What follows belongs to an exercise in optimizing a design on an open flow for small area and a short achievable clock period; a production flow would make more cautious choices.
The RTL was checked by simulation tests, not by an equivalence proof against the original design.
The clock port is modelled as an ideal driver, which makes a skipped or thinned clock tree look cheaper than it is; a real chip needs a root buffer or a tree.
No activity file was given, so power comes from the tool's default toggle rates.

## design/flow/design.v

```verilog
module linebuffer_3x3 #
(
    parameter DATA_W = 8,
    parameter IMG_W  = 8      
)
(
    input  wire                     clk,
    input  wire                     rst,
    input  wire                     in_valid,
    input  wire signed [DATA_W-1:0] pixel_in,
    output reg                      out_valid,
    output reg signed [DATA_W-1:0]  p00, p01, p02,
    output reg signed [DATA_W-1:0]  p10, p11, p12,
    output reg signed [DATA_W-1:0]  p20, p21, p22
);
    reg signed [DATA_W-1:0] line1 [0:IMG_W-1];
    reg signed [DATA_W-1:0] line2 [0:IMG_W-1];
    integer i;
    reg [15:0] col;  
    always @(posedge clk) begin
        if (rst) begin
            for (i=0; i<IMG_W; i=i+1) begin
                line1[i] <= 0;
                line2[i] <= 0;
            end
            col <= 0;
            out_valid <= 0;
            p00 <= 0; p01 <= 0; p02 <= 0;
            p10 <= 0; p11 <= 0; p12 <= 0;
            p20 <= 0; p21 <= 0; p22 <= 0;
        end
        else if (in_valid) begin
            line2[col] <= line1[col];
            line1[col] <= pixel_in;
            if (col >= 2) begin
                p00 <= line2[col-2];
                p01 <= line2[col-1];
                p02 <= line2[col];
                p10 <= line1[col-2];
                p11 <= line1[col-1];
                p12 <= line1[col];
                p20 <= 0;  
                p21 <= 0;
                p22 <= 0;
                out_valid <= 1'b1;
            end else begin
                out_valid <= 1'b0;
            end
            if (col == IMG_W-1)
                col <= 0;
            else
                col <= col + 1;
        end else begin
            out_valid <= 0;
        end
    end
endmodule
module conv3x3_single_ch #
(
    parameter DATA_W = 8,
    parameter FRAC   = 4,
    parameter W00=0,parameter W01=0,parameter W02=0,
    parameter W10=0,parameter W11=0,parameter W12=0,
    parameter W20=0,parameter W21=0,parameter W22=0,
    parameter BIAS=0
)
(
    input  wire                     clk,
    input  wire                     rst,
    input  wire                     in_valid,
    input  wire signed [DATA_W-1:0] p00,p01,p02,p10,p11,p12,p20,p21,p22,
    output reg  signed [DATA_W-1:0] out_data,
    output reg                      out_valid
);
    reg signed [DATA_W+12:0] acc;
    reg signed [DATA_W+7:0]  prod;
    always @(posedge clk) begin
        if (rst) begin
            out_valid<=0; out_data<=0;
        end else if (in_valid) begin
            acc=0;
            prod=p00*W00; acc=acc+prod;
            prod=p01*W01; acc=acc+prod;
            prod=p02*W02; acc=acc+prod;
            prod=p10*W10; acc=acc+prod;
            prod=p11*W11; acc=acc+prod;
            prod=p12*W12; acc=acc+prod;
            prod=p20*W20; acc=acc+prod;
            prod=p21*W21; acc=acc+prod;
            prod=p22*W22; acc=acc+prod;
            acc=acc+(BIAS<<<FRAC);
            out_data<=acc>>>FRAC;
            out_valid<=1;
        end else
            out_valid<=0;
    end
endmodule
module batchnorm_scale_shift #
(
    parameter DATA_W = 8,
    parameter FRAC   = 4,
    parameter GAMMA  = (1<<FRAC),  
    parameter BETA   = 0           
)
(
    input  wire                     clk,
    input  wire                     rst,
    input  wire signed [DATA_W-1:0] in_data,
    input  wire                     in_valid,
    output reg  signed [DATA_W-1:0] out_data,
    output reg                      out_valid
);
    reg signed [DATA_W+7:0] mult, res;
    always @(posedge clk) begin
        if (rst) begin
            out_data  <= 0;
            out_valid <= 0;
        end else begin
            if (in_valid) begin
                mult = in_data * GAMMA;
                res  = (mult >>> FRAC) + BETA;
                out_data <= res[DATA_W-1:0];
                out_valid <= 1'b1;
            end else
                out_valid <= 1'b0;
        end
    end
endmodule
module leaky_relu #
(
    parameter DATA_W = 8,
    parameter FRAC   = 4,
    parameter A_NUM  = 1,
    parameter A_DEN  = 4
)
(
    input  wire                     clk,
    input  wire                     rst,
    input  wire signed [DATA_W-1:0] in_data,
    input  wire                     in_valid,
    output reg  signed [DATA_W-1:0] out_data,
    output reg                      out_valid
);
    reg signed [DATA_W+7:0] prod;
    reg signed [DATA_W+7:0] scaled;    
    always @(posedge clk) begin
        if (rst) begin
            out_data  <= 0;
            out_valid <= 0;
        end
        else begin
            if (in_valid) begin
                if (in_data[DATA_W-1] == 1'b0) begin
                    out_data <= in_data;
                end
                else begin
                    prod = in_data * A_NUM;
                    if (A_DEN == 1)
                        scaled = prod;
                    else if (A_DEN == 2)
                        scaled = prod >>> 1;
                    else if (A_DEN == 4)
                        scaled = prod >>> 2;
                    else
                        scaled = prod / A_DEN;
                    out_data <= scaled[DATA_W-1:0];
                end
                out_valid <= 1'b1;
            end
            else begin
                out_valid <= 1'b0;
            end
        end
    end
endmodule
module linebuffer_2x2 #
(
    parameter DATA_W = 8,
    parameter IMG_W  = 8
)
(
    input  wire                     clk,
    input  wire                     rst,
    input  wire                     in_valid,
    input  wire signed [DATA_W-1:0] pixel_in,
    output reg                      out_valid,
    output reg signed [DATA_W-1:0]  p00, p01,
    output reg signed [DATA_W-1:0]  p10, p11
);
    reg signed [DATA_W-1:0] linebuf [0:IMG_W-1];
    integer i;
    reg [15:0] col;
    reg row_valid;
    always @(posedge clk) begin
        if (rst) begin
            col <= 0;
            out_valid <= 0;
            for (i=0;i<IMG_W;i=i+1)
                linebuf[i] <= 0;
        end else if (in_valid) begin
            if (col < IMG_W)
                col <= col + 1;
            else
                col <= 1;
            if (row_valid && col >= 2) begin
                p00 <= linebuf[col-2];
                p01 <= linebuf[col-1];
                p10 <= pixel_in;
                p11 <= pixel_in;  
                out_valid <= 1;
            end else begin
                out_valid <= 0;
            end
            linebuf[col-1] <= pixel_in;
        end else begin
            out_valid <= 0;
        end
    end
    always @(posedge clk) begin
        if (rst)
            row_valid <= 0;
        else if (in_valid && col == IMG_W)
            row_valid <= 1;
    end
endmodule
module maxpool2x2 #
(
    parameter DATA_W = 8
)
(
    input  wire                     clk,
    input  wire                     rst,
    input  wire                     in_valid,
    input  wire signed [DATA_W-1:0] p00,
    input  wire signed [DATA_W-1:0] p01,
    input  wire signed [DATA_W-1:0] p10,
    input  wire signed [DATA_W-1:0] p11,
    output reg  signed [DATA_W-1:0] out_data,
    output reg                      out_valid
);
    reg signed [DATA_W-1:0] max1;
    reg signed [DATA_W-1:0] max2;
    always @(posedge clk) begin
        if (rst) begin
            out_valid <= 1'b0;
            out_data  <= {DATA_W{1'b0}};
            max1 <= {DATA_W{1'b0}};
            max2 <= {DATA_W{1'b0}};
        end else begin
            if (in_valid) begin
                if (p00 > p01) max1 <= p00;
                else           max1 <= p01;
                if (p10 > p11) max2 <= p10;
                else           max2 <= p11;
                if ( (p00 > p01 ? p00 : p01) > (p10 > p11 ? p10 : p11) )
                    out_data <= (p00 > p01 ? p00 : p01);
                else
                    out_data <= (p10 > p11 ? p10 : p11);
                out_valid <= 1'b1;
            end else begin
                out_valid <= 1'b0;
            end
        end
    end
endmodule
module cnn_s1_logic (
    input  wire [7:0] px, x1, x2,
    output wire [4:0] yl,
    output wire [3:0] yh,
    output wire [4:0] al,
    output wire [3:0] ah
);
    assign yl = {1'b0, px[3:0]} + {1'b0, x1[3:0]};
    assign yh = px[7:4] + x1[7:4];
    assign al = {1'b0, x1[1:0], 2'b00} - {1'b0, x2[3:0]};
    assign ah = x1[5:2] - x2[7:4];
endmodule
module cnn_s2_logic (
    input  wire [4:0] yl1,
    input  wire [3:0] yh1,
    input  wire [4:0] al1,
    input  wire [3:0] ah1,
    input  wire [7:0] yold,
    output wire [7:0] y,
    output wire [4:0] cl,
    output wire [3:0] ch
);
    assign y  = {yh1 + {3'b000, yl1[4]}, yl1[3:0]};
    assign cl = {1'b0, al1[3:0]} - {1'b0, yold[3:0]};
    assign ch = ah1 - yold[7:4] - {3'b000, al1[4]};
endmodule
module cnn_s3_logic (
    input  wire [4:0] cl2,
    input  wire [3:0] ch2,
    output wire [3:0] bl,
    output wire [1:0] bc,
    output wire [3:0] bh
);
    wire [3:0] chm = ch2 - 4'd1;
    wire [3:0] hs0 = ch2 + {ch2[3], ch2[3:1]};
    wire [3:0] hs1 = chm + {chm[3], chm[3:1]};
    wire       c4  = ch2[0] ^ cl2[4];
    wire [5:0] blo = {2'b00, cl2[3:0]} + {2'b00, c4, cl2[3:1]} + 6'd4;
    assign bl = blo[3:0];
    assign bc = blo[5:4];
    assign bh = cl2[4] ? hs1 : hs0;
endmodule
module cnn_s4_logic (
    input  wire [3:0] bl3,
    input  wire [1:0] bc3,
    input  wire [3:0] bh3,
    output wire [7:0] f
);
    wire [7:0] b = {bh3 + {2'b00, bc3}, bl3};
    assign f = b[7] ? {b[7], b[7], b[7:2]} : b;
endmodule
module cnn_gt8 (
    input  wire [7:0] a, b,
    output wire       gt
);
    wire [7:0] ua = {~a[7], a[6:0]};
    wire [7:0] ub = {~b[7], b[6:0]};
    wire [7:0] g0 = ua & ~ub;
    wire [7:0] e0 = ~(ua ^ ub);
    wire [3:0] g1 = {g0[7] | (e0[7] & g0[6]), g0[5] | (e0[5] & g0[4]),
                     g0[3] | (e0[3] & g0[2]), g0[1] | (e0[1] & g0[0])};
    wire [3:0] e1 = {e0[7] & e0[6], e0[5] & e0[4], e0[3] & e0[2], e0[1] & e0[0]};
    wire [1:0] g2 = {g1[3] | (e1[3] & g1[2]), g1[1] | (e1[1] & g1[0])};
    wire       e2 = e1[3] & e1[2];
    assign gt = g2[1] | (e2 & g2[0]);
endmodule
module cnn_top_with_pool #
(
    parameter DATA_W = 8,
    parameter FRAC   = 4,
    parameter IMG_W  = 32
)
(
    input  wire                     clk,
    input  wire                     rst,
    input  wire                     in_valid,
    input  wire signed [DATA_W-1:0] pixel_in,
    output reg                      out_valid,
    output reg signed [DATA_W-1:0]  out_data
);
    integer i;
    reg  [4:0] col;           
    reg        row1;          
    reg  [7:0] x1, x2;        
    reg  [4:0] yl1;           
    reg  [3:0] yh1;           
    reg  [4:0] al1;           
    reg  [3:0] ah1;           
    reg        fe1;           
    reg        m1;            
    wire [4:0] yl_n, al_n;
    wire [3:0] yh_n, ah_n;
    cnn_s1_logic s1 (.px(pixel_in), .x1(x1), .x2(x2),
                     .yl(yl_n), .yh(yh_n), .al(al_n), .ah(ah_n));
    always @(posedge clk) begin
        if (rst) begin
            col  <= 5'd0;
            row1 <= 1'b0;
            fe1  <= 1'b0;
        end else begin
            fe1 <= in_valid & (|col[4:1]);
            if (in_valid) begin
                col <= col + 5'd1;
                if (&col) row1 <= 1'b1;
            end
        end
        m1 <= row1;
        if (in_valid && !rst) begin
            x1 <= pixel_in;
            x2 <= x1;
        end
        yl1 <= yl_n;
        yh1 <= yh_n;
        al1 <= al_n;
        ah1 <= ah_n;
    end
    reg  [7:0] yl [0:29];     
    reg  [4:0] cl2;           
    reg  [3:0] ch2;           
    reg        fe2;
    wire [7:0] y1;
    wire [4:0] cl_n;
    wire [3:0] ch_n;
    cnn_s2_logic s2 (.yl1(yl1), .yh1(yh1), .al1(al1), .ah1(ah1),
                     .yold(yl[29] & {8{m1}}), .y(y1), .cl(cl_n), .ch(ch_n));
    always @(posedge clk) begin
        if (fe1) begin
            yl[0] <= y1;
            for (i = 1; i < 30; i = i + 1)
                yl[i] <= yl[i-1];
        end
        cl2 <= cl_n;
        ch2 <= ch_n;
        if (rst) fe2 <= 1'b0;
        else     fe2 <= fe1;
    end
    reg  [3:0] bl3;           
    reg  [1:0] bc3;           
    reg  [3:0] bh3;           
    reg        fe3;
    wire [3:0] bl_n, bh_n;
    wire [1:0] bc_n;
    cnn_s3_logic s3 (.cl2(cl2), .ch2(ch2), .bl(bl_n), .bc(bc_n), .bh(bh_n));
    always @(posedge clk) begin
        bl3 <= bl_n;
        bc3 <= bc_n;
        bh3 <= bh_n;
        if (rst) fe3 <= 1'b0;
        else     fe3 <= fe2;
    end
    reg  signed [7:0] f4;
    reg        fe4;
    wire [7:0] f_n;
    cnn_s4_logic s4 (.bl3(bl3), .bc3(bc3), .bh3(bh3), .f(f_n));
    always @(posedge clk) begin
        f4 <= f_n;
        if (rst) fe4 <= 1'b0;
        else     fe4 <= fe3;
    end
    reg  signed [7:0] fl [0:31];     
    reg  signed [7:0] f5;
    reg        c29, c30;      
    reg        cr5;           
    reg        sl5;           
    reg        fe5;
    wire       c29_n, c30_n, c31_n, cf_n;
    wire       merge = sl5 ? c29 : c30;     
    cnn_gt8 g29 (.a(f4), .b(fl[29]), .gt(c29_n));
    cnn_gt8 g30 (.a(f4), .b(fl[30]), .gt(c30_n));
    cnn_gt8 g31 (.a(f4), .b(fl[31]), .gt(c31_n));
    cnn_gt8 gf5 (.a(f4), .b(f5),     .gt(cf_n));
    always @(posedge clk) begin
        f5  <= f4;
        c29 <= c29_n;
        c30 <= c30_n;
        cr5 <= fe5 ? (merge ? cf_n : c30_n) : c31_n;
        if (rst) begin
            fe5 <= 1'b0;
            sl5 <= 1'b0;
        end else begin
            fe5 <= fe4;
            sl5 <= fe5;
        end
    end
    reg  [4:0] d;             
    reg        any;           
    reg        row2;          
    reg        res;           
    always @(posedge clk) begin
        if (rst) begin
            d    <= 5'd31;
            any  <= 1'b0;
            row2 <= 1'b0;
            res  <= 1'b0;
        end else if (fe5) begin
            d    <= d + 5'd1;
            any  <= 1'b1;
            if (any && (&d)) row2 <= 1'b1;
            res  <= ~(&d) & (row2 | (any & (&d)));
        end
        if (fe5) begin
            fl[0] <= f5;
            for (i = 1; i < 31; i = i + 1)
                fl[i] <= fl[i-1];
            fl[31] <= merge ? f5 : fl[30];
        end
        out_data <= cr5 ? f5 : fl[31];
        if (rst) out_valid <= 1'b0;
        else     out_valid <= fe5 & res;
    end
endmodule
```

## design/flow/flow/run.sh

```bash
#!/bin/bash
# The standard layout, except that synthesis leaves the adders to ABC
# instead of mapping them onto the library's half- and full-adder cells, and
# clock tree synthesis builds the tree from clkbuf_8 below a clkbuf_16 root,
# without dummy loads.
set -euo pipefail
bash standard.sh ADDER_MAP_FILE= \
  "CTS_ARGS=-sink_clustering_enable -repair_clock_nets -dont_use_dummy_load -root_buf sky130_fd_sc_hd__clkbuf_16 -buf_list sky130_fd_sc_hd__clkbuf_8 -sink_clustering_size 20 -sink_clustering_max_diameter 50" \
  finish > standard_make.log 2>&1
```

## design/flow/standard.sh

```bash
#!/bin/bash
# synth_recipe.tcl (not shown) runs the flow's synth.tcl, then flattens the netlist and writes it again
# the make line also repeats each setting of config.mk as NAME=value (left out here)
make -C /OpenROAD-flow-scripts/flow DESIGN_CONFIG=/design/flow/config.mk WORK_HOME=/design/flow/orfs CLKGATE_MAP_FILE= SYNTH_SCRIPT=/design/flow/synth_recipe.tcl "${@:-finish}"
```

## design/flow/config.mk

```make
export PLATFORM = sky130hd
export DESIGN_NAME = cnn_top_with_pool
export DESIGN_NICKNAME = cnn_top_with_pool
export VERILOG_FILES = /design/flow/design.v
export SDC_FILE = /design/flow/constraint.sdc
export NUM_CORES = 4
export LEC_CHECK = 0
export ABC_CLOCK_PERIOD_IN_PS = 1600
export CAP_MARGIN = 20
export CORE_MARGIN = 2
export CORE_UTILIZATION = 60
export SETUP_SLACK_MARGIN = 2.3
export SLEW_MARGIN = 20
export SYNTH_HIERARCHICAL = 1
```

## design/flow/constraint.sdc

```tcl
create_clock -name core_clock -period 4.0 [get_ports {clk}]
set_input_delay 0.8000 -clock core_clock [delete_from_list [all_inputs] [get_ports {clk}]]
set_output_delay 0.8000 -clock core_clock [all_outputs]
set_load 0.01 [all_outputs]
```

==> results of run 1 <==
==> layer usage <==
metal,vias to the layer above,wire (um),track usage
li1,3494,-,-
met1,3709,11400,0.2085
met2,93,10660,0.2155
met3,46,750,0.02667
met4,0,558,0.05056
met5,-,0,0
==> stage by stage <==
step	worst slack [ps]	cells	hold WS, ps
after global routing	2196	1406	377.2
after global placement	1484	1355	356.8
after CTS	2059	1404	378.5
final	2245	1406	377.2
after detailed placement	1362	1355	354.8
after floorplan	1082	906	331.3
==> how the worst max path moves through the flow <==
stage	from	endpoint	slack [ps]	cells after the start
CTS	out_data[1]	out_data[1]	2060	1
global placement	rst	x1[0]	1480	2
finish	out_data[1]	out_data[1]	2250	1
global route	out_data[1]	out_data[1]	2200	1
floorplan	fe5	d[4]	1080	5
detailed placement	rst	x1[7]	1360	2
==> cell type report <==
class | instances | area [um2]
clock buffer | 44 | 661.9
fill | 2070 | 10790
inverter | 33 | 123.9
multi-input combinational | 262 | 2215
sequential | 598 | 17110
tap | 435 | 544.3
timing repair buffer | 34 | 357.8
==> per-module statistics from Yosys, one instance, submodules excluded <==
module,cells inside,times used,flops+latches,cell area [um2]
cnn_gt8,20,4,0,155.1
cnn_s1_logic,49,1,0,370.4
cnn_s2_logic,41,1,0,311.5
cnn_s3_logic,35,1,0,251.5
cnn_s4_logic,26,1,0,232.7
cnn_top_with_pool,675,1,598,17690
==> power groups by stage <==
stage	logic, mW	registers (mW)	clock network, mW
finish	0.906	7.33	2.76
global route	1.00	7.38	3.12
CTS	0.896	7.32	2.91
detailed placement	0.927	7.46	0
global placement	0.914	7.44	0
floorplan	0.739	7.38	0
==> cells in the final DEF, fill, tap and decap left out, types with 8 or more instances in the layout <==
master	n
edfxtp_1	512
dfxtp_1	80
xnor2_1	57
clkbuf_8	40
inv_1	33
maj3_2	19
nor2_1	17
mux2_2	16
nand2b_1	15
xor2_1	13
a21oi_1	11
nand2_1	10
and2_1	8
nor2b_1	8
buf_6	8
==> cells by family (layout without fill, tap and decap cells) <==
family	count (synthesis)	count (layout)
flops	598	598
buf+inv	46	111
fa+ha+maj	22	22
compound gates	60	60
mux	24	24
simple gates	84	84
xor+xnor	72	72
==> what timing repair did <==
action,CTS,global route
setup buffers,5,2
endpoints found under the setup margin,351,90
pin swaps,3,2
gates resized for setup,41,19
endpoints found under the hold margin,0,0
==> flip-flops by register name, summed over array words and instances, names as in the netlist, 2 cells and up <==
register	count
ah1	4
f5	8
x2	8
ch2	4
x1	8
bl3	4
al1	5
yh1	4
f4	8
out_data	8
fl	256
col	5
yl1	5
cl2	5
d	5
bc3	2
yl	240
bh3	4
==> impl_metrics.ini, run 1 <==
[status]
status = no timing/DRC/antenna violations

[sta]
final_hold_viol_count = 0
fin_worst_skew_ps = 41.67
min_period_over_period = 0.4387
relSlewSlack = 0.5109
setup_tns_ps = 0
worst_pin_slew_ps = 733.7
rsz0062_at_grt = true
finalCriticalPeriod_ps = 1755
slew_violations = 0
fmax_mhz = 569.9
finalSetupViolations = 0

[grt]
grt_pass1_vias = 7373
grt_pass1_wl_um = 37890
antenna_found_initial = 0
overflow = 0
grt_max_degree = 84
grtUsageTotal = 0.1414

[die]
die_y_um = 184.2
start_util = 0.6124
die_w_um = 184.2
rows = 65
ios = 20
coreArea_um2 = 31800
die_area_um2 = 33910

[critical_path]
regToRegSetupSlack_ps = 2280
timing.critical_path.buf_inv = 1
reg2reg_from = yl[29][0]
critPathSlowestCell = dfxtp_1
cp_top_family = flip-flops
reg2reg_depth = 5
path_cells = buf_2
cp_slowest_stage_delay_ps = 320
arrival_ps = 950
crit_path_end_kind = output port
worstPathMaxFanout = 1
crit_path_start_kind = flop
required_ps = 3200
worstReg2RegEnd = cl2[4]
worst-setup-path-type = reg2out

[cts]
tritoncts = done
h-tree-depth = 2
postCtsHoldBufs = 0
root_buffer = clkbuf_16
cts_inserted_buffers = 44
clock-sinks = 598
cts.clk_slew.worst_paths_ps = 100
clk_path_buf_depth = 3
clk_latency_ps = 510

[yosys]
synth_top_family_by_area = XOR/XNOR gates
synthesis.nets = 917
synth.avg_cell_area_um2 = 21.50
syn_inst = 906
synth_edf_count = 512
async_flop_share = 0
seq_area_frac_synth = 0.8779
ys.flop_type = edfxtp_1
yosys_warnings = 11
synth-xor-area-share = 0.03334
synth-seq-cells = 598
synth_top_area_cell = edfxtp_1
yosysUniqueCellTypes = 56
synth_most_common_cell = edfxtp_1
synth-compound-area-share = 0.02461
synthAdderAreaFrac = 0.01246
syn_area_um2 = 19470
synth_area_leaders = edfxtp_1, dfxtp_1, xnor2_1, maj3_2, mux2_2
synth_top_cells_by_count = edfxtp_1, dfxtp_1, xnor2_1, inv_1
yosysTopAreaCellShare = 0.7895
synthSimpleGateAreaFrac = 0.02583
muxShareOfSynthArea = 0.01478

[power_and_ir_drop]
power.total_mw = 10.99
vdd_drop_max_v = 0.0002973
p_sw_frac = 0.2130
power_switching_mw = 2.341
seqPwrFrac = 0.666
comb_power_share = 0.082
pwr-share-clk = 0.251
p_int_mw = 8.651
power_density_nw_per_um2 = 523.2
p_leak_nw = 6.775

[drt]
first_iter_violations = 526
drc = 0
first_pass_iters = 4
wire_per_inst_um = 16.62
viasPerCell = 5.222
drt_wl_total_um = 23360
drtAntennaViolNets = 0
route.vias.total = 7342

[worst_hold_path]
hp-class = reg2reg
hold_start = yl[17][2]
whs_endpoint = yl[18][2]
hold_depth = 0

[placed_design]
place_congestion = 0.7738
dp_hpwl_um = 12110
place_area_um2 = 20230
portBuffers = 19

[final_layout]
drive_above_1_share = 0.1483
design_area_um2 = 21010
synthToLayoutAreaGrowth_pct = 7.889
fin_util = 0.6608
antenna_cells = 0
nets = 984

[run]
maxCapViolCount = 0
==> inputs of run 2 (changes only) <==
==> design/flow/flow/run.sh (replaced) <==
#!/bin/bash
# The standard layout (standard.sh), with two changes:
#  - synthesis leaves the adders to ABC instead of mapping them onto the
#    library's half- and full-adder cells (ADDER_MAP_FILE empty);
#  - clock tree synthesis adds no dummy loads, and flow/cts_hook.tcl then
#    drives TritonCTS's leaf buffers straight from three root buffers on the
#    clock port, removing the H-tree buffers in between.
# make's output goes to standard_make.log; each ORFS step logs under orfs/logs.
set -euo pipefail
here=$(pwd)
bash standard.sh ADDER_MAP_FILE= \
  "CTS_ARGS=-sink_clustering_enable -repair_clock_nets -dont_use_dummy_load -sink_clustering_size 30 -sink_clustering_max_diameter 60" \
  "PRE_CTS_TCL=$here/flow/cts_hook.tcl" \
  finish > standard_make.log 2>&1
==> design/flow/flow/cts_hook.tcl (new file) <==
# Run before ORFS's clock tree synthesis. Wraps clock_tree_synthesis so that,
# once TritonCTS has built its tree, the intermediate H-tree buffers are
# removed: the leaf buffers are driven straight from a few root buffers on the
# clock port, each placed at the centre of the leaf buffers it drives.
set ::my_cts_roots 3

rename clock_tree_synthesis my_tritoncts
proc clock_tree_synthesis { args } {
  my_tritoncts {*}$args
  my_flatten_clock_tree
}

proc my_flatten_clock_tree { } {
  set block [ord::get_db_block]
  set db [ord::get_db]
  set port_net [$block findNet clk]
  set master [$db findMaster sky130_fd_sc_hd__clkbuf_16]

  # clock buffers: instances whose master name has clkbuf and whose A pin is on a clock net
  set bufs {}
  foreach inst [$block getInsts] {
    set m [[$inst getMaster] getName]
    if { [string match "sky130_fd_sc_hd__clkbuf_*" $m] } {
      set a [$inst findITerm A]
      set x [$inst findITerm X]
      if { $a eq "NULL" || $x eq "NULL" } { continue }
      set an [$a getNet]
      set xn [$x getNet]
      if { $an eq "NULL" || $xn eq "NULL" } { continue }
      if { [$an getSigType] ne "CLOCK" && $an ne $port_net } { continue }
      lappend bufs $inst
    }
  }
  # leaves: buffers whose output drives anything that is not a clock buffer
  set leaves {}
  set inner {}
  foreach inst $bufs {
    set xn [[$inst findITerm X] getNet]
    set leaf 0
    foreach it [$xn getITerms] {
      if { [$it isOutputSignal] } { continue }
      set li [$it getInst]
      if { [lsearch -exact $bufs $li] < 0 } { set leaf 1; break }
    }
    if { $leaf } { lappend leaves $inst } else { lappend inner $inst }
  }
  puts "my_flatten_clock_tree: [llength $bufs] clock buffers, [llength $leaves] leaves, [llength $inner] inner"
  if { [llength $leaves] < 2 } { return }
  # a leaf buffer must not also drive other clock buffers
  foreach inst $leaves {
    foreach it [[[$inst findITerm X] getNet] getITerms] {
      if { [$it isOutputSignal] } { continue }
      if { [lsearch -exact $bufs [$it getInst]] >= 0 } {
        puts "my_flatten_clock_tree: leaf [$inst getName] drives a clock buffer, tree left as built"
        return
      }
    }
  }
  # nothing but the inner buffers may sit on the port net
  foreach it [$port_net getITerms] {
    if { [lsearch -exact $inner [$it getInst]] < 0 } {
      puts "my_flatten_clock_tree: port net drives [[$it getInst] getName], tree left as built"
      return
    }
  }
  # remove the inner buffers and their nets
  foreach inst $inner {
    set xn [[$inst findITerm X] getNet]
    foreach it [$xn getITerms] { $it disconnect }
    [$inst findITerm A] disconnect
    odb::dbInst_destroy $inst
    if { $xn ne $port_net } { odb::dbNet_destroy $xn }
  }
  # group the leaves by x into my_cts_roots groups of equal size
  set pts {}
  foreach inst $leaves {
    set loc [$inst getLocation]
    lappend pts [list [lindex $loc 0] [lindex $loc 1] $inst]
  }
  set pts [lsort -integer -index 0 $pts]
  set n [llength $pts]
  set k $::my_cts_roots
  for { set g 0 } { $g < $k } { incr g } {
    set lo [expr { $g * $n / $k }]
    set hi [expr { ($g + 1) * $n / $k }]
    set grp [lrange $pts $lo [expr { $hi - 1 }]]
    set sx 0; set sy 0
    foreach p $grp { incr sx [lindex $p 0]; incr sy [lindex $p 1] }
    set cx [expr { $sx / [llength $grp] }]
    set cy [expr { $sy / [llength $grp] }]
    set rb [odb::dbInst_create $block $master "clkbuf_root_${g}_clk"]
    set rn [odb::dbNet_create $block "clknet_root_${g}_clk"]
    $rn setSigType CLOCK
    [$rb findITerm A] connect $port_net
    [$rb findITerm X] connect $rn
    $rb setLocation $cx $cy
    $rb setPlacementStatus PLACED
    foreach p $grp { [[lindex $p 2] findITerm A] connect $rn }
  }
  puts "my_flatten_clock_tree: [llength $leaves] leaves now driven by $k root buffers"
}
==> impl_metrics.ini, run 2 <==
[yosys]
yosysTopAreaCellShare = 0.7895
yosys_warnings = 11
synth_top_area_cell = edfxtp_1
synth_edf_count = 512
yosysUniqueCellTypes = 56
synth_most_common_cell = edfxtp_1
synth_area_leaders = edfxtp_1, dfxtp_1, xnor2_1, maj3_2, mux2_2
synth-seq-cells = 598
synth_top_cells_by_count = edfxtp_1, dfxtp_1, xnor2_1, inv_1
syn_inst = 906
syn_area_um2 = 19470
synth.avg_cell_area_um2 = 21.50
ys.flop_type = edfxtp_1
synthesis.nets = 917
seq_area_frac_synth = 0.8779
async_flop_share = 0

[die]
die_w_um = 184.2
die_area_um2 = 33910
ios = 20
coreArea_um2 = 31800
start_util = 0.6124
rows = 65
die_y_um = 184.2

[placed_design]
portBuffers = 19
place_congestion = 0.7738
dp_hpwl_um = 12110

[power_and_ir_drop]
power.total_mw = 11.44
vdd_drop_max_v = 0.0003241
p_leak_nw = 6.845
power_density_nw_per_um2 = 540.2

[grt]
overflow = 0
antenna_found_initial = 0
grt_pass1_wl_um = 37870
grt_max_degree = 84
grtUsageTotal = 0.1401
grt_pass1_vias = 7330

[final_layout]
top_register = fl
antenna_cells = 0
synthToLayoutAreaGrowth_pct = 8.693
final_cell_mix = edfxtp_1, dfxtp_1, xnor2_1, clkbuf_16, inv_1
nets = 974
largest_reg_flops = 256
reg_top3 = fl x256, yl x240
drive_above_1_share = 0.1374
layout_commonest_cell = edfxtp_1

[critical_path]
worst-setup-path-type = reg2reg
crit_path_end_kind = flop
crit_path_start_kind = flop
required_ps = 4280
worstPathMaxFanout = 2
arrival_ps = 1960

[cts]
clk_latency_ps = 400
postCtsHoldBufs = 0
clock-sinks = 598
cts.clk_slew.worst_paths_ps = 70

[sta]
worst_pin_slew_ps = 748.4
rsz0062_at_grt = true
final_hold_viol_count = 0
slew_violations = 0
fin_worst_skew_ps = 40.61
finalSetupViolations = 0
finalCriticalPeriod_ps = 1685
setup_tns_ps = 0
min_period_over_period = 0.4212
relSlewSlack = 0.5011
fmax_mhz = 593.6

[drt]
first_iter_violations = 584
first_pass_iters = 4
drt_wl_total_um = 23110
viasPerCell = 5.249
drc = 0
drtAntennaViolNets = 0
wire_per_inst_um = 16.56
route.vias.total = 7328

[status]
status = no timing/DRC/antenna violations

[run]
maxCapViolCount = 0

[worst_hold_path]
hp-class = reg2reg
[run 2: cell counts after synthesis]
No cell type changed its count.
[run 2: critical path: stages (launching register included)]
cell	delay, ps
edfxtp_1	360
and2_4	170
nor2b_4	120
maj3_2	320
maj3_2	310
maj3_2	290
[run 2: repair_timing]
action                                  in CTS  in global routing
endpoints found under the setup margin     389                109
resized for setup                           50                  6
setup buffers                                5                  1
pin swaps                                    4                  3
[run 2: cells by family (layout without fill, tap and decap cells)]
family | count (synthesis) | in the layout | share of synthesized area
mux | 24 | 24 | 0.01478
fa+ha+maj | 22 | 22 | 0.01246
buf+inv | 46 | 101 | 0.01111
xor+xnor | 72 | 72 | 0.03334
compound gates | 60 | 60 | 0.02461
simple gates | 84 | 84 | 0.02583
flops | 598 | 598 | 0.8779
[run 2: path summary, 6_finish.rpt]
check | startpoint | end | slack [ps] | depth (start not counted)
min | row1 | m1 | 350 | 0
min reg2reg | row1 | m1 | 350 | 0
max | yl[29][0] | cl2[4] | 2320 | 5
max reg2reg | yl[29][0] | cl2[4] | 2320 | 5
[run 2: cell type report, clock buffers not listed]
cell class	count	area, um2
multi-input cells	262	2213
well taps	435	544.3
fillers	2056	10630
repair buffers	33	302.8
plain buffers	3	75.07
flip-flops and latches	598	17110
inverters	33	123.9
[run 2: report_power, final]
part	switching [mW]	leakage [nW]	internal, mW	total [mW]
logic	0.364	1.08	0.519	0.883
clock network	1.68	0.431	1.55	3.23
registers	0.319	5.34	7.00	7.32
total	2.37	6.84	9.07	11.4
[run 2: per-layer routing]
layer	GRT usage	vias up	wire [um]
met3	0.02490	47	752
li1	-	3487	-
met5	0	-	0
met2	0.2154	81	10460
met1	0.2111	3713	11360
met4	0.03904	0	533
[run 2: per-module statistics from Yosys, one instance, submodules excluded]
module / area [um2] / copies in the design / flip-flops and latches / cells inside
cnn_s1_logic: 370.4 / 1 / 0 / 49
cnn_s2_logic: 311.5 / 1 / 0 / 41
cnn_top_with_pool: 17690 / 1 / 598 / 675
cnn_s3_logic: 251.5 / 1 / 0 / 35
cnn_s4_logic: 232.7 / 1 / 0 / 26
cnn_gt8: 155.1 / 4 / 0 / 20
[run 2: per-stage QoR]
step	worst slack [ps]	instance area [um2]	hold slack, ps	instances	util
2_1_floorplan	1082	19520	331.3	906	-
3_3_place_gp	1484	20230	356.8	1355	0.6361
3_5_place_dp	1362	20230	354.8	1355	0.6361
5_1_grt	2256	21170	356.9	1396	0.6657
4_1_cts	2291	21140	351.2	1395	0.6647
6_report	2315	21170	348.3	1396	0.6657
==> inputs of run 3 (changes only) <==
--- a/design/flow/design.v
+++ b/design/flow/design.v
@@ -275,19 +275,27 @@
     assign al = {1'b0, x1[1:0], 2'b00} - {1'b0, x2[3:0]};
     assign ah = x1[5:2] - x2[7:4];
 endmodule
-module cnn_s2_logic (
+module cnn_s2_y (
     input  wire [4:0] yl1,
     input  wire [3:0] yh1,
-    input  wire [4:0] al1,
-    input  wire [3:0] ah1,
-    input  wire [7:0] yold,
-    output wire [7:0] y,
-    output wire [4:0] cl,
+    output wire [7:0] y
+);
+    assign y = {yh1 + {3'b000, yl1[4]}, yl1[3:0]};
+endmodule
+module cnn_s2_cl (
+    input  wire [3:0] al,
+    input  wire [3:0] yold,
+    output wire [4:0] cl
+);
+    assign cl = {1'b0, al} - {1'b0, yold};
+endmodule
+module cnn_s2_ch (
+    input  wire [3:0] ah,
+    input  wire [3:0] yold,
+    input  wire       ab,
     output wire [3:0] ch
 );
-    assign y  = {yh1 + {3'b000, yl1[4]}, yl1[3:0]};
-    assign cl = {1'b0, al1[3:0]} - {1'b0, yold[3:0]};
-    assign ch = ah1 - yold[7:4] - {3'b000, al1[4]};
+    assign ch = ah - yold - {3'b000, ab};
 endmodule
 module cnn_s3_logic (
     input  wire [4:0] cl2,
@@ -344,6 +352,13 @@
     output reg signed [DATA_W-1:0]  out_data
 );
     integer i;
+    reg  [7:0] p0;
+    reg        v0;            
+    always @(posedge clk) begin
+        p0 <= pixel_in;
+        if (rst) v0 <= 1'b0;
+        else     v0 <= in_valid;
+    end
     reg  [4:0] col;           
     reg        row1;          
     reg  [7:0] x1, x2;        
@@ -352,10 +367,10 @@
     reg  [4:0] al1;           
     reg  [3:0] ah1;           
     reg        fe1;           
-    reg        m1;            
+    reg        mw1;           
     wire [4:0] yl_n, al_n;
     wire [3:0] yh_n, ah_n;
-    cnn_s1_logic s1 (.px(pixel_in), .x1(x1), .x2(x2),
+    cnn_s1_logic s1 (.px(p0), .x1(x1), .x2(x2),
                      .yl(yl_n), .yh(yh_n), .al(al_n), .ah(ah_n));
     always @(posedge clk) begin
         if (rst) begin
@@ -363,15 +378,15 @@
             row1 <= 1'b0;
             fe1  <= 1'b0;
         end else begin
-            fe1 <= in_valid & (|col[4:1]);
-            if (in_valid) begin
+            fe1 <= v0 & (|col[4:1]);
+            if (v0) begin
                 col <= col + 5'd1;
                 if (&col) row1 <= 1'b1;
             end
         end
-        m1 <= row1;
-        if (in_valid && !rst) begin
-            x1 <= pixel_in;
+        mw1 <= row1 | (&col);
+        if (v0) begin
+            x1 <= p0;
             x2 <= x1;
         end
         yl1 <= yl_n;
@@ -386,14 +401,17 @@
     wire [7:0] y1;
     wire [4:0] cl_n;
     wire [3:0] ch_n;
-    cnn_s2_logic s2 (.yl1(yl1), .yh1(yh1), .al1(al1), .ah1(ah1),
-                     .yold(yl[29] & {8{m1}}), .y(y1), .cl(cl_n), .ch(ch_n));
+    cnn_s2_y  s2y (.yl1(yl1), .yh1(yh1), .y(y1));
+    cnn_s2_cl s2l (.al(al1[3:0]), .yold(yl[29][3:0]), .cl(cl_n));
+    cnn_s2_ch s2h (.ah(ah1), .yold(yl[29][7:4]), .ab(al1[4]), .ch(ch_n));
     always @(posedge clk) begin
         if (fe1) begin
             yl[0] <= y1;
-            for (i = 1; i < 30; i = i + 1)
+            for (i = 1; i < 29; i = i + 1)
                 yl[i] <= yl[i-1];
         end
+        if (rst)      yl[29] <= 8'd0;
+        else if (fe1) yl[29] <= yl[28] & {8{mw1}};
         cl2 <= cl_n;
         ch2 <= ch_n;
         if (rst) fe2 <= 1'b0;
==> impl_metrics.ini, run 3 <==
[critical_path]
reg2reg_depth = 2
worstPathMaxFanout = 1
required_ps = 3200
path_cells = buf_2
critPathSlowestCell = dfxtp_1
crit_path_start_kind = flop
cp_slowest_stage_delay_ps = 320
worst-setup-path-type = reg2out
worstReg2RegEnd = fl[31][7]
timing.critical_path.buf_inv = 1
arrival_ps = 840
regToRegSetupSlack_ps = 2370
crit_path_end_kind = output port
reg2reg_from = sl5
cp_top_family = flip-flops

[yosys]
synth_top_cells_by_count = edfxtp_1, dfxtp_1, xnor2_1, inv_1, nor2_1
yosys_warnings = 11
synth.avg_cell_area_um2 = 20.98
synth_edf_count = 504
yosysTopAreaCellShare = 0.7681
synth_top_family_by_area = XOR/XNOR gates
syn_inst = 939
synth-xor-area-share = 0.03251
synth-seq-cells = 607
async_flop_share = 0
synthSimpleGateAreaFrac = 0.02978
syn_area_um2 = 19700
synth_area_leaders = edfxtp_1, dfxtp_1, xnor2_1, maj3_2, mux2_2
synth_most_common_cell = edfxtp_1
synth-compound-area-share = 0.02711
yosysUniqueCellTypes = 56
ys.flop_type = edfxtp_1
synthesis.nets = 950
synthAdderAreaFrac = 0.01181
seq_area_frac_synth = 0.8727
muxShareOfSynthArea = 0.01461
synth_top_area_cell = edfxtp_1

[sta]
finalSetupViolations = 0
min_period_over_period = 0.4102
worst_pin_slew_ps = 580.8
slew_violations = 0
setup_tns_ps = 0
finalCriticalPeriod_ps = 1641
final_hold_viol_count = 0
relSlewSlack = 0.6128
fmax_mhz = 609.5
fin_worst_skew_ps = 47.19
rsz0062_at_grt = false
fin_ws_ps = 2359
holdWs_ps = 389.7

[power_and_ir_drop]
power.total_mw = 11.46
vdd_drop_max_v = 0.0004921
power_density_nw_per_um2 = 536.3
p_leak_nw = 6.918

[cts]
clk_latency_ps = 420
clock-sinks = 607
cts.clk_slew.worst_paths_ps = 90

[worst_hold_path]
hp-class = reg2reg
hold_start = fl[1][3]
hold_depth = 0
whs_endpoint = fl[2][3]

[drt]
drc = 0
viasPerCell = 5.212
first_pass_iters = 6
wire_per_inst_um = 17.17
first_iter_violations = 466
drtAntennaViolNets = 0
drt_wl_total_um = 24540
route.vias.total = 7448

[placed_design]
portBuffers = 19
dpl_worst_slack_ps = 1471
place_area_um2 = 20470
placed_cells = 1391
dp_hpwl_um = 13020
place_congestion = 0.7467

[status]
status = no timing/DRC/antenna violations

[final_layout]
fin_util = 0.6583
fill_cells = 2133
synthToLayoutAreaGrowth_pct = 8.426
final_cell_mix = edfxtp_1, dfxtp_1, xnor2_1, clkbuf_16, inv_1
nets = 1000
fin_cells = 1429
design_area_um2 = 21360
top_register = fl
largest_reg_flops = 256
reg_top3 = fl x256, yl x240
antenna_cells = 0
layout_commonest_cell = edfxtp_1
drive_above_1_share = 0.1307

[grt]
grt_pass1_wl_um = 38630
grtUsageTotal = 0.1426
grt_max_degree = 130
antenna_found_initial = 0
grt_pass1_vias = 7341
overflow = 0

[die]
ios = 20
die_w_um = 185.2
start_util = 0.6071
die_area_um2 = 34300
coreArea_um2 = 32450
die_y_um = 185.2
rows = 66

[run]
maxCapViolCount = 0
run 3: cell types whose count changed after synthesis, moves of 2 or more:
cell,previous run,this run
xnor2_1,58,56
nor2_1,18,24
and2_1,9,2
edfxtp_1,512,504
nor2b_1,10,19
a21oi_1,11,19
dfxtp_1,86,103
nand2_1,11,13
run 3: power by group:
group / switching, mW / internal (mW) / leakage (nW)
sequential: 0.310 / 7.02 / 5.39
clock: 1.70 / 1.55 / 0.431
combinational: 0.355 / 0.518 / 1.09
total: 2.37 / 9.09 / 6.92
run 3: Yosys stat by module, one instance, submodules excluded:
module / flip-flops and latches / cell area (um2) / copies in the design / cells
cnn_s2_cl: 0 / 112.6 / 1 / 14
cnn_gt8: 0 / 155.1 / 4 / 20
cnn_s3_logic: 0 / 251.5 / 1 / 35
cnn_s2_ch: 0 / 145.1 / 1 / 18
cnn_top_with_pool: 607 / 17890 / 1 / 706
cnn_s1_logic: 0 / 370.4 / 1 / 49
cnn_s2_y: 0 / 80.08 / 1 / 11
cnn_s4_logic: 0 / 232.7 / 1 / 26
run 3: layout make-up, clock buffers not listed:
type                       instances  area (um2)  area share
sequential                       607       17210      0.8053
multi-input combinational        284        2316      0.1084
tap                              442       553.0     0.02589
timing repair buffer              28       290.3     0.01359
inverter                          33       123.9    0.005798
buffer                             3       75.07    0.003514
run 3: per-layer routing:
layer,part of all wire,vias up,wire [um],track usage
met3,0.027,44,652,0.02261
met1,0.48,3760,11830,0.2129
met4,0.027,0,654,0.04190
met2,0.46,73,11400,0.2210
met5,0,-,0,0
li1,-,3571,-,-
run 3: cells by family (layout without fill, tap and decap cells):
family                     count (synthesis)  in the layout
muxes                                     24             24
buffers and inverters                     48             96
adders and majority gates                 21             21
and+or+nand+nor                           99             99
AOI/OAI and AO/OA                         69             69
DFF                                      607            607
xor gates and xnor gates                  71             71
run 3: worst max-delay path by stage:
stage / cells past startpoint / end / slack, ps / from
CTS: 4 / col[4] / 2170 / rst
detailed placement: 4 / col[4] / 1470 / rst
finish: 1 / out_data[1] / 2360 / out_data[1]
global route: 1 / out_data[1] / 2310 / out_data[1]
global placement: 4 / col[4] / 1510 / rst
floorplan: 5 / d[4] / 1080 / fe5
run 3: what timing repair did:
item,4_1_cts,5_1_grt
resized for setup,38,3
buffers inserted,1,2
setup endpoints to repair,328,170
hold buffers,0,0
==> inputs of run 4 (changes only) <==
--- a/design/flow/config.mk
+++ b/design/flow/config.mk
@@ -9,6 +9,6 @@
 export CAP_MARGIN = 20
 export CORE_MARGIN = 2
 export CORE_UTILIZATION = 60
-export SETUP_SLACK_MARGIN = 2.3
+export SETUP_SLACK_MARGIN = 2.45
 export SLEW_MARGIN = 20
 export SYNTH_HIERARCHICAL = 1
==> impl_metrics.ini, run 4 <==
[die]
ios = 20
die_area_um2 = 34300
rows = 66
die_y_um = 185.2
start_util = 0.6071
die_w_um = 185.2
coreArea_um2 = 32450

[final_layout]
synthToLayoutAreaGrowth_pct = 9.385
final_cell_mix = edfxtp_1, dfxtp_1, xnor2_1, clkbuf_16, inv_1
layout_commonest_cell = edfxtp_1
reg_top3 = fl x256, yl x240
antenna_cells = 0
drive_above_1_share = 0.1522
largest_reg_flops = 256
fin_cells = 1441
fill_cells = 2114
top_register = fl
nets = 1012

[grt]
overflow = 0
grt_max_degree = 85
grtUsageTotal = 0.1458
antenna_found_initial = 0
grt_pass1_vias = 7428
grt_pass1_wl_um = 39260

[cts]
postCtsHoldBufs = 0
cts.clk_slew.worst_paths_ps = 90
clk_latency_ps = 420
clock-sinks = 607

[critical_path]
worstPathMaxFanout = 1
regToRegSetupSlack_ps = 2490
required_ps = 3200
worstReg2RegEnd = cl2[4]
cp_top_family = flip-flops
path_cells = buf_6
arrival_ps = 830
timing.critical_path.buf_inv = 1
reg2reg_depth = 4
reg2reg_from = yl[29][0]
critPathSlowestCell = dfxtp_2
crit_path_start_kind = flop
crit_path_end_kind = output port
worst-setup-path-type = reg2out
cp_slowest_stage_delay_ps = 320

[sta]
finalSetupViolations = 0
fin_ws_ps = 2365
setup_tns_ps = 0
finalCriticalPeriod_ps = 1635
rsz0062_at_grt = true
min_period_over_period = 0.4087
fmax_mhz = 611.8
worst_pin_slew_ps = 527.9
holdWs_ps = 389.1
relSlewSlack = 0.6481
fin_worst_skew_ps = 48.44
final_hold_viol_count = 0
slew_violations = 0

[worst_hold_path]
whs_endpoint = fl[2][3]
hp-class = reg2reg
hold_depth = 0
hold_start = fl[1][3]

[yosys]
synth.avg_cell_area_um2 = 20.98
yosys_warnings = 11
seq_area_frac_synth = 0.8727
synth_top_area_cell = edfxtp_1
ys.flop_type = edfxtp_1
syn_inst = 939
synth-seq-cells = 607
synth_most_common_cell = edfxtp_1
async_flop_share = 0
syn_area_um2 = 19700
yosysTopAreaCellShare = 0.7681
synthesis.nets = 950
synth_top_cells_by_count = edfxtp_1, dfxtp_1, xnor2_1, inv_1, nor2_1
synth_edf_count = 504
synth_area_leaders = edfxtp_1, dfxtp_1, xnor2_1, maj3_2, mux2_2
yosysUniqueCellTypes = 56

[placed_design]
placed_cells = 1391
place_congestion = 0.7467
portBuffers = 19
dpl_worst_slack_ps = 1471
dp_hpwl_um = 13020

[power_and_ir_drop]
p_leak_nw = 7.005
power_density_nw_per_um2 = 535.4
power.total_mw = 11.54
vdd_drop_max_v = 0.0004888

[drt]
route.vias.total = 7541
viasPerCell = 5.233
first_pass_iters = 5
drtAntennaViolNets = 0
wire_per_inst_um = 17.18
drt_wl_total_um = 24750
first_iter_violations = 455
drc = 0

[status]
status = no timing/DRC/antenna violations

[run]
maxCapViolCount = 0
## run 4: cell type report, clock buffers not listed
cell class,instances,area (um2),share of cell area
repair buffers,40,456.7,0.02119
well taps,442,553.0,0.02566
plain buffers,3,75.07,0.003483
inverters,33,123.9,0.005747
flip-flops and latches,607,17220,0.7990
multi-input cells,284,2323,0.1078
## run 4: report_power, final
part           switching [mW]  internal, mW
sequential              0.311          7.03
combinational           0.369         0.577
clock                    1.70          1.55
## run 4: worst max path at each step
| stage | start | to | slack (ps) | cells past startpoint |
|---|---|---|---|---|
| after global placement | rst | col[4] | 1510 | 4 |
| after global routing | out_data[0] | out_data[0] | 2320 | 1 |
| after detailed placement | rst | col[4] | 1470 | 4 |
| after floorplan | fe5 | d[4] | 1080 | 5 |
| after CTS | out_data[1] | out_data[1] | 2330 | 1 |
| final | out_data[1] | out_data[1] | 2370 | 1 |
## run 4: logic make-up (layout without fill, tap and decap cells)
logic type / Yosys count / in the layout / synth area share
flops: 607 / 607 / 0.8727
simple gates: 99 / 99 / 0.02978
xor+xnor: 71 / 71 / 0.03251
compound gates: 69 / 69 / 0.02711
buf+inv: 48 / 108 / 0.01143
mux: 24 / 24 / 0.01460
fa+ha+maj: 21 / 21 / 0.01181
## run 4: metrics by stage
stage	instance area, um2	util
final	21550	0.6641
after global routing	21550	0.6641
after CTS	21480	0.6619
after detailed placement	20470	0.6307
after global placement	20470	0.6307
after floorplan	19760	-
## run 4: timing repair
item	4_1_cts	5_1_grt
pin swaps	2	4
endpoints found under the setup margin	424	21
resized for setup	44	16
setup buffers	10	4
cloned	1	0
## run 4: metal layers
metal,GRT usage,wire (um),vias up,share of wire
met1,0.2151,11890,3823,0.48
met3,0.02261,664,46,0.027
met5,0,0,-,0
met4,0.04349,675,0,0.027
li1,-,-,3601,-
met2,0.2286,11520,71,0.47
## run 4: Yosys stat by module, one instance, submodules excluded
module             cell area, um2  cells  flops+latches  times used
cnn_top_with_pool           17890    706            607           1
cnn_s1_logic                370.4     49              0           1
cnn_s3_logic                251.5     35              0           1
cnn_s4_logic                232.7     26              0           1
cnn_gt8                     155.1     20              0           4
cnn_s2_ch                   145.1     18              0           1
cnn_s2_cl                   112.6     14              0           1
cnn_s2_y                    80.08     11              0           1
==> inputs of run 5 (changes only) <==
--- a/design/flow/flow/run.sh
+++ b/design/flow/flow/run.sh
@@ -3,7 +3,7 @@
 #  - synthesis leaves the adders to ABC instead of mapping them onto the
 #    library's half- and full-adder cells (ADDER_MAP_FILE empty);
 #  - clock tree synthesis adds no dummy loads, and flow/cts_hook.tcl then
-#    drives TritonCTS's leaf buffers straight from three root buffers on the
+#    drives TritonCTS's leaf buffers straight from four root buffers on the
 #    clock port, removing the H-tree buffers in between.
 # make's output goes to standard_make.log; each ORFS step logs under orfs/logs.
 set -euo pipefail
--- a/design/flow/flow/cts_hook.tcl
+++ b/design/flow/flow/cts_hook.tcl
@@ -2,7 +2,7 @@
 # once TritonCTS has built its tree, the intermediate H-tree buffers are
 # removed: the leaf buffers are driven straight from a few root buffers on the
 # clock port, each placed at the centre of the leaf buffers it drives.
-set ::my_cts_roots 3
+set ::my_cts_roots 4
 
 rename clock_tree_synthesis my_tritoncts
 proc clock_tree_synthesis { args } {
--- a/design/flow/config.mk
+++ b/design/flow/config.mk
@@ -9,6 +9,6 @@
 export CAP_MARGIN = 20
 export CORE_MARGIN = 2
 export CORE_UTILIZATION = 60
-export SETUP_SLACK_MARGIN = 2.45
+export SETUP_SLACK_MARGIN = 2.3
 export SLEW_MARGIN = 20
 export SYNTH_HIERARCHICAL = 1
==> impl_metrics.ini, run 5 <==
[run]
maxCapViolCount = 0

[final_layout]
antenna_cells = 0
seq_area_um2 = 17210
fin_cells = 1431
layout_commonest_cell = edfxtp_1
top_register = fl
synthToLayoutAreaGrowth_pct = 8.789
fin_util = 0.6605
fill_cells = 2125
multiInputGateArea_um2 = 2316
nets = 1002
reg_top3 = fl x256, yl x240
final_cell_mix = edfxtp_1, dfxtp_1, xnor2_1, clkbuf_16, inv_1
drive_above_1_share = 0.1304
largest_reg_flops = 256

[drt]
drc = 0
viasPerCell = 5.234
first_pass_iters = 4
drtAntennaViolNets = 0
first_iter_violations = 471
drt_wl_total_um = 24540
wire_per_inst_um = 17.15
route.vias.total = 7490

[critical_path]
worst-path-stages = 1
timing.critical_path.buf_inv = 1
crit_path_start_kind = flop
cp_slowest_stage_delay_ps = 300
reg2reg_depth = 4
path_cells = clkdlybuf4s15_1
required_ps = 3200
crit_path_end_kind = output port
arrival_ps = 860
cp_top_family = flip-flops
worstPathMaxFanout = 1
critPathSlowestCell = dfxtp_1
worst-setup-path-type = reg2out

[sta]
fmax_mhz = 601.0
holdWs_ps = 392.7
slew_violations = 0
worst_pin_slew_ps = 562.4
setup_tns_ps = 0
finalSetupViolations = 0
fin_worst_skew_ps = 31.51
rsz0062_at_grt = false
relSlewSlack = 0.6251
min_period_over_period = 0.4160
final_hold_viol_count = 0
finalCriticalPeriod_ps = 1664

[yosys]
synth_edf_count = 504
synth.avg_cell_area_um2 = 20.98
ys.flop_type = edfxtp_1
synth_area_leaders = edfxtp_1, dfxtp_1, xnor2_1, maj3_2, mux2_2
synth-seq-cells = 607
syn_area_um2 = 19700
seq_area_frac_synth = 0.8727
yosysUniqueCellTypes = 56
synthesis.nets = 950
synth_top_cells_by_count = edfxtp_1, dfxtp_1, xnor2_1, inv_1, nor2_1
async_flop_share = 0
yosys_warnings = 11
yosysTopAreaCellShare = 0.7681
syn_inst = 939
synth_most_common_cell = edfxtp_1
synth_top_area_cell = edfxtp_1

[power_and_ir_drop]
vdd_drop_max_v = 0.0004034
power_density_nw_per_um2 = 537.0
p_leak_nw = 6.947
power.total_mw = 11.51

[cts]
cts.clk_slew.worst_paths_ps = 90
clock-sinks = 607
postCtsHoldBufs = 0
clk_latency_ps = 370

[grt]
grtUsageTotal = 0.1425
overflow = 0
antenna_found_initial = 0
grt_pass1_vias = 7351
grt_pass1_wl_um = 38580
grt_max_degree = 130

[die]
ios = 20
die_y_um = 185.2
die_w_um = 185.2
start_util = 0.6071
die_area_um2 = 34300
rows = 66
coreArea_um2 = 32450

[placed_design]
portBuffers = 19
place_congestion = 0.7467
placed_cells = 1391
dp_hpwl_um = 13020

[status]
status = no timing/DRC/antenna violations

[worst_hold_path]
hold_depth = 0
hp-class = reg2reg
==> run 5: cell counts after synthesis <==
Identical to the previous run, type by type.
==> run 5: layout make-up, clock buffers not listed <==
type / instances / area share
Buffer: 4 / 0.004670
Tap cell: 442 / 0.02580
Timing Repair Buffer: 29 / 0.01570
Multi-Input combinational cell: 284 / 0.1080
Sequential cell: 607 / 0.8027
Inverter: 33 / 0.005779
==> run 5: worst paths after layout <==
check	from	endpoint	slack, ps
worst max-delay path	out_data[5]	out_data[5]	2340
worst min-delay path	fl[1][3]	fl[2][3]	390
worst max register to register	yl[29][0]	cl2[4]	2400
worst min register to register	fl[1][3]	fl[2][3]	390
==> run 5: per-stage QoR <==
step                setup slack, ps  cell area, um2
floorplan                      1082           19760
global placement               1507           20470
detailed placement             1471           20470
finish                         2336           21440
global route                   2312           21440
CTS                            2164           21390
==> run 5: logic make-up (layout without fill, tap and decap cells) <==
group | count (synthesis) | after routing | synth area share
flops | 607 | 607 | 0.8727
simple gates | 99 | 99 | 0.02978
xor+xnor | 71 | 71 | 0.03251
compound gates | 69 | 69 | 0.02711
buf+inv | 48 | 98 | 0.01143
mux | 24 | 24 | 0.01460
fa+ha+maj | 21 | 21 | 0.01181
==> run 5: metal layers <==
metal | share of wire | track usage | routed length [um] | vias up
li1 | - | - | - | 3573
met1 | 0.49 | 0.2122 | 11910 | 3794
met2 | 0.47 | 0.2217 | 11430 | 82
met3 | 0.023 | 0.02202 | 567 | 41
met4 | 0.026 | 0.04190 | 640 | 0
met5 | 0 | 0 | 0 | -
==> run 5: modules after synthesis (local to each module, per instance) <==
module             flip-flops and latches  copies in the design  cells  area (um2)
cnn_top_with_pool                     607                     1    706       17890
cnn_s1_logic                            0                     1     49       370.4
cnn_s3_logic                            0                     1     35       251.5
cnn_s4_logic                            0                     1     26       232.7
cnn_gt8                                 0                     4     20       155.1
cnn_s2_ch                               0                     1     18       145.1
cnn_s2_cl                               0                     1     14       112.6
cnn_s2_y                                0                     1     11       80.08
==> run 5: what timing repair did <==
item,4_1_cts,5_1_grt
setup endpoints to repair,320,155
endpoints found under the hold margin,0,0
setup buffers,1,2
cloned,0,1
pin swaps,0,0
resized for setup,33,4
==> run 5: power breakdown <==
| part | internal, mW | switching (mW) | total, mW |
|---|---|---|---|
| Sequential | 7.02 | 0.311 | 7.33 |
| Combinational | 0.523 | 0.355 | 0.878 |
| Clock | 1.60 | 1.70 | 3.30 |
==> inputs of run 6 (changes only) <==
--- a/design/flow/config.mk
+++ b/design/flow/config.mk
@@ -9,6 +9,6 @@
 export CAP_MARGIN = 20
 export CORE_MARGIN = 2
 export CORE_UTILIZATION = 60
-export SETUP_SLACK_MARGIN = 2.3
+export SETUP_SLACK_MARGIN = 2.65
 export SLEW_MARGIN = 20
 export SYNTH_HIERARCHICAL = 1
==> impl_metrics.ini, run 6 <==
[yosys]
synth-seq-cells = 607
syn_inst = 939
yosysTopAreaCellShare = 0.7681
synthesis.nets = 950
ys.flop_type = edfxtp_1
synth_edf_count = 504
seq_area_frac_synth = 0.8727
yosysUniqueCellTypes = 56
yosys_warnings = 11
synth_top_area_cell = edfxtp_1
synth_area_leaders = edfxtp_1, dfxtp_1, xnor2_1, maj3_2, mux2_2
synth_most_common_cell = edfxtp_1
synth.avg_cell_area_um2 = 20.98
async_flop_share = 0
syn_area_um2 = 19700
synth_top_cells_by_count = edfxtp_1, dfxtp_1, xnor2_1, inv_1, nor2_1

[critical_path]
path_cells = buf_6
required_ps = 3200
arrival_ps = 780
worst-setup-path-type = reg2out
timing.critical_path.buf_inv = 1
worstPathMaxFanout = 1
cp_slowest_stage_delay_ps = 320
critPathSlowestCell = dfxtp_2
cp_top_family = flip-flops
crit_path_end_kind = output port
crit_path_start_kind = flop

[cts]
cts.clk_slew.worst_paths_ps = 80
clk_latency_ps = 360
clock-sinks = 607
postCtsHoldBufs = 0

[sta]
fin_worst_skew_ps = 35.16
finalSetupViolations = 0
holdWs_ps = 372.4
fmax_mhz = 631.2
min_period_over_period = 0.3960
finalCriticalPeriod_ps = 1584
final_hold_viol_count = 0
setup_tns_ps = 0
rsz0062_at_grt = true
slew_violations = 0
worst_pin_slew_ps = 414.9
relSlewSlack = 0.7230

[final_layout]
seq_area_um2 = 17230
layout_commonest_cell = edfxtp_1
largest_reg_flops = 256
drive_above_1_share = 0.1830
fin_cells = 1464
reg_top3 = fl x256, yl x240
top_register = fl
synthToLayoutAreaGrowth_pct = 10.92
fill_cells = 2094
antenna_cells = 0
nets = 1035
multiInputGateArea_um2 = 2401
final_cell_mix = edfxtp_1, dfxtp_1, xnor2_1, clkbuf_16, inv_1

[grt]
grt_max_degree = 94
antenna_found_initial = 0
overflow = 0
grt_pass1_wl_um = 40560
grt_pass1_vias = 7731
grtUsageTotal = 0.1506

[die]
rows = 66
die_area_um2 = 34300
start_util = 0.6071
die_w_um = 185.2
die_y_um = 185.2
ios = 20
coreArea_um2 = 32450

[power_and_ir_drop]
power.total_mw = 11.68
vdd_drop_max_v = 0.0003526
p_leak_nw = 7.198
power_density_nw_per_um2 = 534.5

[drt]
first_iter_violations = 523
first_pass_iters = 4
drtAntennaViolNets = 0
viasPerCell = 5.251
drt_wl_total_um = 25360
wire_per_inst_um = 17.33
drc = 0
route.vias.total = 7688

[status]
status = no timing/DRC/antenna violations

[placed_design]
portBuffers = 19
place_congestion = 0.7823
dp_hpwl_um = 13370
placed_cells = 1393

[run]
maxCapViolCount = 0

[worst_hold_path]
hp-class = reg2reg
[run 6: worst paths after layout]
| path | start | to | slack [ps] | cells past startpoint |
|---|---|---|---|---|
| max | out_data[4] | out_data[4] | 2420 | 1 |
| min | f4[0] | f5[0] | 370 | 0 |
| max reg2reg | yl[29][0] | cl2[4] | 2520 | 4 |
| min reg2reg | f4[0] | f5[0] | 370 | 0 |
[run 6: routing by layer]
| layer | vias to the layer above | share of wire | track usage |
|---|---|---|---|
| met1 | 3869 | 0.48 | 0.2153 |
| met3 | 51 | 0.027 | 0.02084 |
| li1 | 3647 | - | - |
| met2 | 121 | 0.47 | 0.2448 |
| met4 | 0 | 0.028 | 0.04730 |
| met5 | - | 0 | 0 |
[run 6: area by class of cell, clock buffers not listed]
class | instances | share of cell area
Sequential cell | 607 | 0.7883
Multi-Input combinational cell | 284 | 0.1099
Timing Repair Buffer | 62 | 0.02965
Tap cell | 442 | 0.02530
Inverter | 33 | 0.005668
Buffer | 4 | 0.004580
[run 6: logic make-up after synthesis]
| logic type | after synthesis | synth area share |
|---|---|---|
| AOI/OAI and AO/OA | 69 | 0.02711 |
| adders and majority gates | 21 | 0.01181 |
| DFF | 607 | 0.8727 |
| xor gates and xnor gates | 71 | 0.03251 |
| and+or+nand+nor | 99 | 0.02978 |
| buffers and inverters | 48 | 0.01143 |
| muxes | 24 | 0.01460 |
[run 6: stage by stage]
stage | util | setup WS, ps | instance area, um2
global route | 0.6735 | 2385 | 21860
finish | 0.6735 | 2416 | 21860
detailed placement | 0.6322 | 1527 | 20520
floorplan | - | 1082 | 19780
CTS | 0.6703 | 2400 | 21750
global placement | 0.6322 | 1589 | 20520
[run 6: timing repair]
item / 4_1_cts / 5_1_grt
setup endpoints to repair: 474 / 132
gates cloned: 0 / 1
pin swaps: 7 / 4
gates resized for setup: 71 / 12
setup buffers: 28 / 6
[run 6: per-module statistics from Yosys (local to each module, per instance)]
module             flip-flops and latches  cells  area (um2)
cnn_top_with_pool                     607    706       17890
cnn_s4_logic                            0     26       232.7
cnn_s2_cl                               0     14       112.6
cnn_s1_logic                            0     49       370.4
cnn_s2_ch                               0     18       145.1
cnn_s3_logic                            0     35       251.5
cnn_gt8                                 0     20       155.1
cnn_s2_y                                0     11       80.08
[run 6: power by group]
part | switching (mW) | internal, mW
sequential | 0.319 | 7.03
combinational | 0.386 | 0.629
clock | 1.71 | 1.60
==> inputs of run 7 (changes only) <==
--- a/design/flow/config.mk
+++ b/design/flow/config.mk
@@ -9,6 +9,6 @@
 export CAP_MARGIN = 20
 export CORE_MARGIN = 2
 export CORE_UTILIZATION = 60
-export SETUP_SLACK_MARGIN = 2.65
+export SETUP_SLACK_MARGIN = 2.45
 export SLEW_MARGIN = 20
 export SYNTH_HIERARCHICAL = 1
==> impl_metrics.ini, run 7 <==
[die]
die_w_um = 185.2
die_area_um2 = 34300
coreArea_um2 = 32450
ios = 20
die_y_um = 185.2
start_util = 0.6071
rows = 66

[worst_hold_path]
hp-class = reg2reg

[yosys]
ys.flop_type = edfxtp_1
yosys_warnings = 11
synth-seq-cells = 607
synth.avg_cell_area_um2 = 20.98
synth_most_common_cell = edfxtp_1
syn_inst = 939
seq_area_frac_synth = 0.8727
yosysTopAreaCellShare = 0.7681
yosysUniqueCellTypes = 56
synthesis.nets = 950
synth_area_leaders = edfxtp_1, dfxtp_1, xnor2_1, maj3_2, mux2_2
async_flop_share = 0
syn_area_um2 = 19700
synth_edf_count = 504
synth_top_area_cell = edfxtp_1
synth_top_cells_by_count = edfxtp_1, dfxtp_1, xnor2_1, inv_1, nor2_1

[drt]
route.vias.total = 7512
drtAntennaViolNets = 0
drc = 0
first_pass_iters = 4
first_iter_violations = 459
viasPerCell = 5.209
drt_wl_total_um = 24680
wire_per_inst_um = 17.11

[final_layout]
fin_cells = 1442
reg_top3 = fl x256, yl x240
top_register = fl
synthToLayoutAreaGrowth_pct = 9.487
layout_commonest_cell = edfxtp_1
design_area_um2 = 21570
fin_util = 0.6647
antenna_cells = 0
final_cell_mix = edfxtp_1, dfxtp_1, xnor2_1, clkbuf_16, inv_1
largest_reg_flops = 256
drive_above_1_share = 0.1530
nets = 1013

[critical_path]
arrival_ps = 800
crit_path_start_kind = flop
required_ps = 3200
cp_top_family = flip-flops
cp_slowest_stage_delay_ps = 320
crit_path_end_kind = output port
worst-setup-path-type = reg2out
timing.critical_path.buf_inv = 1
path_cells = buf_6
worstPathMaxFanout = 1
critPathSlowestCell = dfxtp_2

[power_and_ir_drop]
vdd_drop_max_v = 0.0003894
p_leak_nw = 7.015
power.total_mw = 11.59
power_density_nw_per_um2 = 537.2

[cts]
postCtsHoldBufs = 0
cts.clk_slew.worst_paths_ps = 90
clk_latency_ps = 360
clock-sinks = 607

[placed_design]
dp_hpwl_um = 13020
place_congestion = 0.7467
portBuffers = 19
place_area_um2 = 20470
dpl_worst_slack_ps = 1471
placed_cells = 1391

[grt]
antenna_found_initial = 0
grt_max_degree = 130
grt_pass1_vias = 7414
grt_pass1_wl_um = 39100
grtUsageTotal = 0.1451
overflow = 0

[sta]
finalCriticalPeriod_ps = 1597
rsz0062_at_grt = true
slew_violations = 0
finalSetupViolations = 0
fin_ws_ps = 2403
min_period_over_period = 0.3992
fin_worst_skew_ps = 31.32
final_hold_viol_count = 0
holdWs_ps = 392.1
fmax_mhz = 626.2
setup_tns_ps = 0
relSlewSlack = 0.6658
worst_pin_slew_ps = 501.3

[run]
maxCapViolCount = 0

[status]
status = no timing/DRC/antenna violations
-- run 7: what timing repair did --
item,4_1_cts,5_1_grt
gates cloned,0,1
endpoints found under the hold margin,0,0
pin swaps,2,4
gates resized for setup,44,17
setup endpoints to repair,426,147
setup buffers,10,4
-- run 7: path summary, 6_finish.rpt --
check                            startpoint          end  slack, ps  cells past startpoint
worst max-delay path            out_data[1]  out_data[1]       2400                      1
worst min-delay path               fl[1][3]     fl[2][3]        390                      0
worst max register to register    yl[29][0]       cl2[4]       2490                      4
worst min register to register     fl[1][3]     fl[2][3]        390                      0
-- run 7: cell families after synthesis --
| kind of cell | after synthesis | synth area share |
|---|---|---|
| AOI/OAI and AO/OA | 69 | 0.02711 |
| xor gates and xnor gates | 71 | 0.03251 |
| adders and majority gates | 21 | 0.01181 |
| buffers and inverters | 48 | 0.01143 |
| DFF | 607 | 0.8727 |
| muxes | 24 | 0.01460 |
| and+or+nand+nor | 99 | 0.02978 |
-- run 7: cell type report, clock buffers not listed --
| type | instances | area [um2] |
|---|---|---|
| multi-input combinational | 284 | 2323 |
| tap | 442 | 553.0 |
| inverter | 33 | 123.9 |
| fill | 2120 | 10880 |
| timing repair buffer | 40 | 451.7 |
| buffer | 4 | 100.1 |
| sequential | 607 | 17220 |
-- run 7: per-layer routing --
| layer | share of wire | routed length (um) | track usage | vias to the layer above |
|---|---|---|---|---|
| met5 | 0 | 0 | 0 | - |
| met3 | 0.023 | 567 | 0.02202 | 43 |
| met2 | 0.46 | 11460 | 0.2285 | 77 |
| li1 | - | - | - | 3595 |
| met1 | 0.49 | 11990 | 0.2138 | 3797 |
| met4 | 0.027 | 660 | 0.04317 | 0 |
-- run 7: where the power goes --
group | internal [mW] | leakage [nW] | switching [mW]
logic | 0.576 | 1.18 | 0.370
registers | 7.03 | 5.40 | 0.311
clock network | 1.60 | 0.444 | 1.70
total | 9.21 | 7.02 | 2.38
-- run 7: Yosys stat by module (local to each module, per instance), a selection --
module / area (um2) / flops+latches / cells inside
cnn_top_with_pool: 17890 / 607 / 706
cnn_s2_y: 80.08 / 0 / 11
cnn_gt8: 155.1 / 0 / 20
cnn_s3_logic: 251.5 / 0 / 35
cnn_s2_ch: 145.1 / 0 / 18
cnn_s2_cl: 112.6 / 0 / 14

## re-timing with driven ports
The flow's constraints put no driver on any port. The routed layouts listed below were extracted and timed again, unchanged, in two steps.
Step 1: set_driving_cell puts a clkbuf_16 on clk and a buf_2 on each other input, an assumption about the parent block.
Step 2 moves the port delays by t, midway between the first and last clock arrival at a register: inputs arrive t later, outputs are due t later. That takes back most of the time a late clock gives input paths.
a / b / c = ideal / step 1 / step 2; a / b = the first two.
run	shift t [ns]	setup slack, ns	worst hold slack (ns)	slew at the worst register clock pin (ns)	cell pins on the clock port's net
run 1	0.549	2.245 / 2.193 / 1.860	0.377 / 0.377 / 0.377	0.11 / 0.11	1
run 2	0.460	2.315 / 2.300 / 1.915	0.348 / 0.348 / 0.348	0.10 / 0.10	3
run 3	0.470	2.359 / 2.281 / 2.195	0.390 / 0.390 / 0.390	0.10 / 0.10	3
run 4	0.470	2.365 / 2.287 / 2.117	0.389 / 0.389 / 0.389	0.10 / 0.10	3
run 5	0.442	2.336 / 2.247 / 2.193	0.393 / 0.393 / 0.393	0.10 / 0.10	4
run 6	0.440	2.416 / 2.325 / 2.134	0.372 / 0.372 / 0.372	0.09 / 0.09	4
run 7	0.442	2.403 / 2.314 / 2.235	0.392 / 0.392 / 0.392	0.10 / 0.10	4
After both steps every run listed still meets setup and hold. The setup slack of run 2, which loses most, moves by -0.015 ns with the drivers and by -0.400 ns with both steps.
